Context: an optimization exercise on an open-source flow, tuned for small area. The choices shown serve that exercise and are no tape-out recipe. Function was checked by simulation only, so behaviour that the tests miss may differ from the original. Power is estimated from default activity; no workload was simulated.

Setup of build 35:
==> flow/design.v <==
module ALU(
  input            clk,
  input      [7:0] A, B,
  input      [3:0] opcode,
  output reg [7:0] out
);
  wire op_div  = (opcode == 4'd3);
  wire op_cmp  = (opcode[3:2] == 2'b11) & (opcode[1:0] != 2'b00);
  reg [7:0] x;
  always @* begin
    case (opcode)
      4'd0, 4'd1, 4'd4,
      4'd13, 4'd14, 4'd15: x = 8'd1;
      4'd2, 4'd6:          x = B;
      4'd5:                x = out;
      4'd7:                x = 8'd2;
      default:             x = 8'd0;
    endcase
  end
  reg [3:0] t;       
  reg       use_acc, use_sr;
  always @* begin
    t = 4'b0000; use_acc = 1'b0; use_sr = 1'b0;
    case (opcode)
      4'd0:                t = 4'b1010;    
      4'd1, 4'd13,
      4'd14, 4'd15:        t = 4'b0101;    
      4'd3:                t = 4'b1100;    
      4'd4, 4'd6:          use_acc = 1'b1;
      4'd8:                use_sr = 1'b1;
      4'd9:                t = 4'b1000;    
      4'd10:               t = 4'b1110;    
      4'd11:               t = 4'b0110;    
      4'd12:               t = 4'b0111;    
      default:             t = 4'b0000;
    endcase
  end
  wire [7:0] asr = {1'b0, A[7:1]};
  reg  [7:0] c;
  integer i;
  always @* begin
    for (i = 0; i < 8; i = i + 1)
      c[i] = t[{A[i], B[i]}] | (use_acc & out[i]) | (use_sr & asr[i]);
  end
  wire [7:0] y    = op_div ? ~B : A;
  wire       cin0 = op_div | op_cmp | (opcode == 4'd1);
  wire [7:0] q;
  wire [7:0] rr [0:8];
  assign rr[8] = 8'd0;
  wire       cout0;
  genvar k, j;
  generate
    for (k = 7; k >= 0; k = k - 1) begin : g_row
      localparam integer W = 8 - k;
      wire [W-1:0] xx, ss;
      wire [W:0]   cc;
      if (W == 1) begin : g_x1
        assign xx = c[k];
      end else begin : g_xn
        assign xx = {rr[k+1][W-2:0], c[k]};
      end
      assign cc[0] = (k == 0) ? cin0 : op_div;
      for (j = 0; j < W; j = j + 1) begin : g_bit
        assign ss[j]   = xx[j] ^ y[j] ^ cc[j];
        assign cc[j+1] = y[j] ? (xx[j] | cc[j]) : (xx[j] & cc[j]);
      end
      wire hz;
      if (W == 8) begin : g8
        assign hz = 1'b1;
      end else begin : gn
        assign hz = ~|B[7:W];
      end
      wire sel = op_div ? (cc[W] & hz) : x[k];
      assign q[k] = sel;
      assign rr[k] = {{(8-W){1'b0}}, (sel ? ss : xx)};
      if (k == 0) begin : g_c0
        assign cout0 = cc[W];
      end
    end
  endgenerate
  wire eq = ~|rr[0];
  reg  flag;
  always @* begin
    case (opcode[1:0])
      2'd1:    flag = eq;
      2'd2:    flag = cout0 & ~eq;
      default: flag = ~cout0;
    endcase
  end
  always @(posedge clk) begin
    if (op_div)      out <= q;
    else if (op_cmp) out <= {8{flag}};
    else             out <= rr[0];
  end
endmodule
Settings: LEC_CHECK=0, ABC_AREA=1, CAP_MARGIN=20, CORE_MARGIN=2, CORE_UTILIZATION=40, GPL_TIMING_DRIVEN=0, SLEW_MARGIN=20; clock period 15.0 ns.
standard.sh (not shown) runs the stock make flow with config.mk's settings and CLKGATE_MAP_FILE= SYNTH_SCRIPT=/design/flow/synth_recipe.tcl, a recipe that flattens the netlist after the stock synthesis.
==> flow/flow/run.sh <==
#!/bin/bash
# Own layout flow: the standard flow (standard.sh) with two changes:
#  - synthesis maps with an area-oriented ABC script (flow/abc.script),
#    otherwise the same as synth_recipe.tcl (same registers, flatten, renames);
#  - port buffers are sky130_fd_sc_hd__buf_1 instead of the resizer's default.
set -euo pipefail
here=$(pwd)
export MY_ABC_SCRIPT=$here/flow/abc.script
bash standard.sh "SYNTH_SCRIPT=$here/flow/synth.tcl" \
  "BUFFER_PORTS_ARGS=-buffer_cell sky130_fd_sc_hd__buf_1" finish > $here/flow.log 2>&1
==> flow/flow/abc.script <==
strash
dch
map -a
topo
stime -c
==> flow/flow/synth.tcl <==
proc synth {args} { yosys synth -nofsm -noshare {*}$args }
proc abc {args} {
  if {[info exists ::env(MY_ABC_SCRIPT)] && $::env(MY_ABC_SCRIPT) ne ""} {
    set i [lsearch -exact $args -script]
    if {$i >= 0} { set args [lreplace $args [expr {$i+1}] [expr {$i+1}] $::env(MY_ABC_SCRIPT)] }
  }
  yosys abc {*}$args
}
source $::env(SCRIPTS_DIR)/synth.tcl
# left out here: clear keep_hierarchy, flatten, clean up, hide names made inside functions, write 1_2_yosys.v
Inputs modified between build 35 and build 68:
- GPL_TIMING_DRIVEN no longer set, was 0
==> flow/run.sh (new file) <==
#!/bin/bash
# synth_recipe.tcl (not shown) runs the flow's synth.tcl, then flattens the netlist and writes it again
# the make line also repeats each setting of config.mk as NAME=value (left out here)
make -C /OpenROAD-flow-scripts/flow DESIGN_CONFIG=/design/flow/config.mk WORK_HOME=/design/flow/orfs CLKGATE_MAP_FILE= SYNTH_SCRIPT=/design/flow/synth_recipe.tcl finish
removed: flow/flow/run.sh
removed: flow/flow/abc.script
removed: flow/flow/synth.tcl
removed: flow/standard.sh
Notes after the runs:
- Compared with build 35, build 68 improves clock period minus final worst setup slack.
- When build 68 is measured against build 35, its proportion of power drawn by the clock network turns out 0.3 points higher.
- Build 68 leaves more setup margin than build 35.
- Going from build 35 to build 68, final cell count without fillers grew by more than 10%.
- On initial DRC count, the lower figure sits with build 68, not build 35.
- Relative to build 35, build 68 improves worst vdd rail ir drop.
- Looking at worst-path maximum fanout across build 68 and build 35, the one that comes out higher is build 68.
- Against build 35, build 68 comes in 14 points lower on share of the clock period used by the worst path.
Setup changes, build 68 to build 78
- GPL_TIMING_DRIVEN: unset -> 0
- CTS_BUF_LIST: unset -> sky130_fd_sc_hd__clkbuf_1 sky130_fd_sc_hd__clkbuf_2
==> flow/flow/run.sh (new file) <==
#!/bin/bash
# Own layout flow: the standard flow (standard.sh) with two changes:
#  - synthesis maps with an area-oriented ABC script (flow/abc.script),
#    otherwise the same as synth_recipe.tcl (same registers, flatten, renames);
#  - port buffers are sky130_fd_sc_hd__buf_1 instead of the resizer's default.
set -euo pipefail
here=$(pwd)
export MY_ABC_SCRIPT=$here/flow/abc.script
bash standard.sh "SYNTH_SCRIPT=$here/flow/synth.tcl" \
  "BUFFER_PORTS_ARGS=-buffer_cell sky130_fd_sc_hd__buf_1" finish > $here/flow.log 2>&1
==> flow/flow/abc.script (new file) <==
strash
balance
rewrite
refactor
balance
rewrite
rewrite -z
balance
refactor -z
rewrite -z
balance
dch
map -B 0.9
topo
stime -c
==> flow/flow/synth.tcl (new file) <==
proc synth {args} { yosys synth -nofsm -noshare {*}$args }
proc abc {args} {
  if {[info exists ::env(MY_ABC_SCRIPT)] && $::env(MY_ABC_SCRIPT) ne ""} {
    set i [lsearch -exact $args -script]
    if {$i >= 0} { set args [lreplace $args [expr {$i+1}] [expr {$i+1}] $::env(MY_ABC_SCRIPT)] }
  }
  yosys abc {*}$args
}
source $::env(SCRIPTS_DIR)/synth.tcl
# left out here: clear keep_hierarchy, flatten, clean up, hide names made inside functions, write 1_2_yosys.v
==> flow/standard.sh (new file) <==
#!/bin/bash
# synth_recipe.tcl (not shown) runs the flow's synth.tcl, then flattens the netlist and writes it again
# the make line also repeats each setting of config.mk as NAME=value (left out here)
make -C /OpenROAD-flow-scripts/flow DESIGN_CONFIG=/design/flow/config.mk WORK_HOME=/design/flow/orfs CLKGATE_MAP_FILE= SYNTH_SCRIPT=/design/flow/synth_recipe.tcl "${@:-finish}"
removed: flow/run.sh
Findings:
In the reports for build 68 and build 78, the smaller xor and xnor area share after synthesis belongs to build 78. Build 78: transition time of the tightest slew-check pin is 330 ps higher than what build 68 reported. | via density per instance | higher: build 68 |. Clock network area share in build 78 vs build 68: down 0.63 points. Build 78 vs build 68, effective utilization at floorplan went down by 0.56 points. Worst setup slack ends up lower on build 78. For build 78, the origin of the worst setup path was opcode[0], unlike build 68, where it was opcode[3]. Lower clock insertion delay at the later pin of the skew report was reported by build 68, not build 78. Summary — cell count after synthesis, build 78 relative to build 68: lower, by 25. Build 78 against build 68: proportion of cell area occupied by multi-input gates rose by 0.71 points; shortest period the worst path allows rose by 1320 ps.
Changes in build 53 relative to build 78:
- removing CTS_BUF_LIST (formerly sky130_fd_sc_hd__clkbuf_1 sky130_fd_sc_hd__clkbuf_2)
- removing ABC_AREA (formerly 1)
- removing GPL_TIMING_DRIVEN (formerly 0)
==> flow/run.sh (new file) <==
#!/bin/bash
# synth_recipe.tcl (not shown) runs the flow's synth.tcl, then flattens the netlist and writes it again
# the make line also repeats each setting of config.mk as NAME=value (left out here)
make -C /OpenROAD-flow-scripts/flow DESIGN_CONFIG=/design/flow/config.mk WORK_HOME=/design/flow/orfs CLKGATE_MAP_FILE= SYNTH_SCRIPT=/design/flow/synth_recipe.tcl finish
removed: flow/flow/run.sh
removed: flow/flow/abc.script
removed: flow/flow/synth.tcl
removed: flow/standard.sh
## What came out
In the flow results for build 78 and build 53, the via count is smaller on build 78. Core utilization: build 53 vs build 78 up 0.67 points. Build 53: no failed stages, no open violations at the end. Summary of build 53 over build 78: area fraction in and, or, nand and nor cells after synthesis down 27 points; final layout net count rose by 92.

* * *

Starts from the design.v that is shown in full above.
Settings: LEC_CHECK=0, ABC_AREA=1, CAP_MARGIN=20, CORE_MARGIN=2, CORE_UTILIZATION=40, GPL_TIMING_DRIVEN=0, SLEW_MARGIN=20; clock period 15.0 ns.
==> flow/flow/run.sh <==
#!/bin/bash
# Own layout flow: the standard flow (standard.sh) with two changes:
#  - synthesis maps with an area-oriented ABC script (flow/abc.script),
#    otherwise the same as synth_recipe.tcl (same registers, flatten, renames);
#  - port buffers are sky130_fd_sc_hd__buf_1 instead of the resizer's default.
set -euo pipefail
here=$(pwd)
export MY_ABC_SCRIPT=$here/flow/abc.script
bash standard.sh "SYNTH_SCRIPT=$here/flow/synth.tcl" \
  "BUFFER_PORTS_ARGS=-buffer_cell sky130_fd_sc_hd__buf_1" finish > $here/flow.log 2>&1
==> flow/flow/abc.script <==
strash
dch
map -B 0.9
topo
stime -c
==> flow/flow/synth.tcl <==
proc synth {args} { yosys synth -nofsm -noshare {*}$args }
proc abc {args} {
  if {[info exists ::env(MY_ABC_SCRIPT)] && $::env(MY_ABC_SCRIPT) ne ""} {
    set i [lsearch -exact $args -script]
    if {$i >= 0} { set args [lreplace $args [expr {$i+1}] [expr {$i+1}] $::env(MY_ABC_SCRIPT)] }
  }
  yosys abc {*}$args
}
source $::env(SCRIPTS_DIR)/synth.tcl
# left out here: clear keep_hierarchy, flatten, clean up, hide names made inside functions, write 1_2_yosys.v
Edit:
==> flow/run.sh (new file) <==
#!/bin/bash
# synth_recipe.tcl (not shown) runs the flow's synth.tcl, then flattens the netlist and writes it again
# the make line also repeats each setting of config.mk as NAME=value (left out here)
make -C /OpenROAD-flow-scripts/flow DESIGN_CONFIG=/design/flow/config.mk WORK_HOME=/design/flow/orfs CLKGATE_MAP_FILE= SYNTH_SCRIPT=/design/flow/synth_recipe.tcl finish
removed: flow/flow/run.sh
removed: flow/flow/abc.script
removed: flow/flow/synth.tcl
removed: flow/standard.sh
The new run finished with timing, DRC and antenna clean; non-clock buffer count grows by 4; final area increases by 14%; via count is about the same; total power came out higher by 12%; synthesized cell count rose by 1.2%; area after synthesis is higher by 10%; die area increases by 9.6%; flip-flop and latch count is unchanged.

* * *

job 2830:
ALU, a different RTL version from the one above (not shown whole).
For scale: about 500 cells after synthesis, about 8 flip-flops, about 29 I/O pins, ~2400 um^2 of cells after synthesis.
## ALU
module ALU(
  input            clk,
  input      [7:0] A, B,
  input      [3:0] opcode,
  output reg [7:0] out
);
export LEC_CHECK = 0
export ABC_AREA = 1
export CAP_MARGIN = 20
export CORE_MARGIN = 2
export CORE_UTILIZATION = 75
export CTS_BUF_LIST = sky130_fd_sc_hd__clkbuf_1 sky130_fd_sc_hd__clkbuf_2
export GPL_TIMING_DRIVEN = 0
export SLEW_MARGIN = 20
create_clock -name core_clock -period 15.0 [get_ports {clk}]
==> flow/flow/run.sh <==
#!/bin/bash
# Own layout flow: the standard flow (standard.sh) with two changes:
#  - synthesis maps with an area-oriented ABC script (flow/abc.script),
#    otherwise the same as synth_recipe.tcl (same registers, flatten, renames);
#  - port buffers are sky130_fd_sc_hd__buf_1 instead of the resizer's default.
set -euo pipefail
here=$(pwd)
export MY_ABC_SCRIPT=$here/flow/abc.script
bash standard.sh "SYNTH_SCRIPT=$here/flow/synth.tcl" \
  "BUFFER_PORTS_ARGS=-buffer_cell sky130_fd_sc_hd__buf_1" finish > $here/flow.log 2>&1
==> flow/flow/abc.script <==
strash
dc2
dch
map -B 0.7
topo
stime -c
==> flow/flow/synth.tcl <==
proc synth {args} { yosys synth -nofsm -noshare {*}$args }
proc abc {args} {
  if {[info exists ::env(MY_ABC_SCRIPT)] && $::env(MY_ABC_SCRIPT) ne ""} {
    set i [lsearch -exact $args -script]
    if {$i >= 0} { set args [lreplace $args [expr {$i+1}] [expr {$i+1}] $::env(MY_ABC_SCRIPT)] }
  }
  yosys abc {*}$args
}
source $::env(SCRIPTS_DIR)/synth.tcl
# left out here: clear keep_hierarchy, flatten, clean up, hide names made inside functions, write 1_2_yosys.v
For job 2879, these inputs were changed with respect to job 2830:
Settings: swapping 75 for 60 in CORE_UTILIZATION.
==> flow/flow/run.sh <==
#!/bin/bash
# Own layout flow: the standard flow (standard.sh) with three changes:
#  - synthesis maps with an area-oriented ABC script (flow/abc.script),
#    otherwise the same as synth_recipe.tcl (same registers, flatten, renames);
#  - port buffers are sky130_fd_sc_hd__buf_1 instead of the resizer's default;
#  - setup repair only resizes gates and swaps pins (no buffering or cloning).
set -euo pipefail
here=$(pwd)
export MY_ABC_SCRIPT=$here/flow/abc.script
bash standard.sh "SYNTH_SCRIPT=$here/flow/synth.tcl" \
  "BUFFER_PORTS_ARGS=-buffer_cell sky130_fd_sc_hd__buf_1" \
  "SETUP_MOVE_SEQUENCE=unbuffer,sizeup,swap" finish > $here/flow.log 2>&1
==> flow/flow/abc.script <==
strash
dc2
dch
map -a
topo
stime -c
Status job 2879: flow complete, layout not clean - negative setup slack
Comparing the two runs side by side, job 2879 comes out behind job 2830 on final area.
Met2 track utilization from global routing: job 2879 < job 2830
The maximum fanout along the worst path reported for job 2879 is smaller than that of job 2830 by 8.
Relative to job 2830, the internal cell power measured on job 2879 has increased by more than 10%.
Delta(global-route wire length before repair, job 2879 - job 2830) > 0
The slowest cell on the critical path comes out sky130_fd_sc_hd__ha_1 in one run and sky130_fd_sc_hd__o211ai_1 in the other, namely in job 2830 and job 2879 respectively.
Here is what was changed in the inputs of job 6020 compared with job 2879.
Settings: a change of CORE_UTILIZATION from 60 to 40.
==> flow/flow/run.sh <==
#!/bin/bash
# Own layout flow: the standard flow (standard.sh) with two changes:
#  - synthesis maps with an area-oriented ABC script (flow/abc.script),
#    otherwise the same as synth_recipe.tcl (same registers, flatten, renames);
#  - port buffers are sky130_fd_sc_hd__buf_1 instead of the resizer's default.
set -euo pipefail
here=$(pwd)
export MY_ABC_SCRIPT=$here/flow/abc.script
bash standard.sh "SYNTH_SCRIPT=$here/flow/synth.tcl" \
  "BUFFER_PORTS_ARGS=-buffer_cell sky130_fd_sc_hd__buf_1" finish > $here/flow.log 2>&1
==> flow/flow/abc.script <==
strash
dc2
dch
map -B 0.7
topo
stime -c
## What came out
Job 6020 completed end to end with timing, DRC and antenna clean.
Delta (job 6020 minus job 2879): number of DRC violations after detailed-routing iteration 0 -228; largest fanout on the critical path went up; source-to-sink clock delay at the later pin of the worst-skew pair saw a decrease.
Per the comparison of job 6020 with job 2879, number of endpoints failing setup at the final stage shows a reduction of 8, switching part of the total shrank by 0.82 points, global routing usage summed across all routing layers moved down.
Final worst-path cycle share: job 6020 vs job 2879 down 19 points
[compare] base=job 2879 new=job 6020: gate count after technology mapping rose about 23%, routed length per instance dropped about 28%.
Cell area shrinks by more than 10% when moving from job 2879 to job 6020.
diff inputs: job 6020 => job 1486
Settings: a change of CORE_UTILIZATION from 40 to 60.
--- outcome ---
Job 1486 finished end to end and its layout was clean on timing, DRC and antenna. Against job 6020, weighted congestion reported at the end of routability-driven placement in job 1486 rose by more than 10%. Re smallest setup slack after layout: job 6020 was higher than job 1486. Compared job 1486 vs job 6020, and area added between synthesis and finish is down in job 1486. Share of total power in sequential cells: job 1486 and job 6020 compared, lower one is job 1486. Job 6020 reports its capture point of the worst path as out[1]$_DFF_P_ while job 1486 reports out[0]$_DFF_P_. Per the comparison of job 1486 with job 6020, gate count after technology mapping flat; part of the power in combinational logic up 0.3 points.

re-timing with driven ports:
The flow's constraints put no driver on any port. The routed layouts listed below were extracted and timed again, unchanged, in two steps.
Step 1 assumes that a clkbuf_16 drives the clock port and a buf_2 every other input.
Step 2 adds t to the input delays and takes it off the output delays; t is the mean of the earliest and latest rising clock arrival at the registers after step 1. Input paths then give back, and output paths get back, about the clock's delay inside the block.
a / b / c = no drivers / after step 1 / after step 2; a / b = the first two.
run | shift t [ns] | setup slack, ns | worst setup path at the end | worst data-port slew with drivers (ns) | pins driven straight from the clock port
build 35 | 0.272 | 0.747 / 0.753 / 0.482 | input to register | 0.03 | 1
build 68 | 0.270 | 2.832 / 2.834 / 2.564 | input to register | 0.03 | 1
build 78 | 0.275 | 1.516 / 1.515 / 1.240 | input to register | 0.04 | 1
build 53 | 0.252 | 0.820 / 0.810 / 0.558 | input to register | 0.04 | 1
the first run of note 2 | 0.266 | 1.656 / 1.662 / 1.396 | input to register | 0.03 | 1
the second run of note 2 | 0.264 | 3.301 / 3.300 / 3.037 | input to register | 0.04 | 1
job 2830 | 0.260 | 1.277 / 1.273 / 1.014 | input to register | 0.03 | 1
job 2879 | 0.268 | -1.391 / -1.411 / -1.679 | input to register | 0.07 | 1
job 6020 | 0.248 | 1.531 / 1.528 / 1.280 | input to register | 0.03 | 1
job 1486 | 0.260 | 1.352 / 1.350 / 1.091 | input to register | 0.03 | 1
The setup slack of job 2879, which loses most, moves by -0.020 ns with the drivers and by -0.288 ns with both steps.
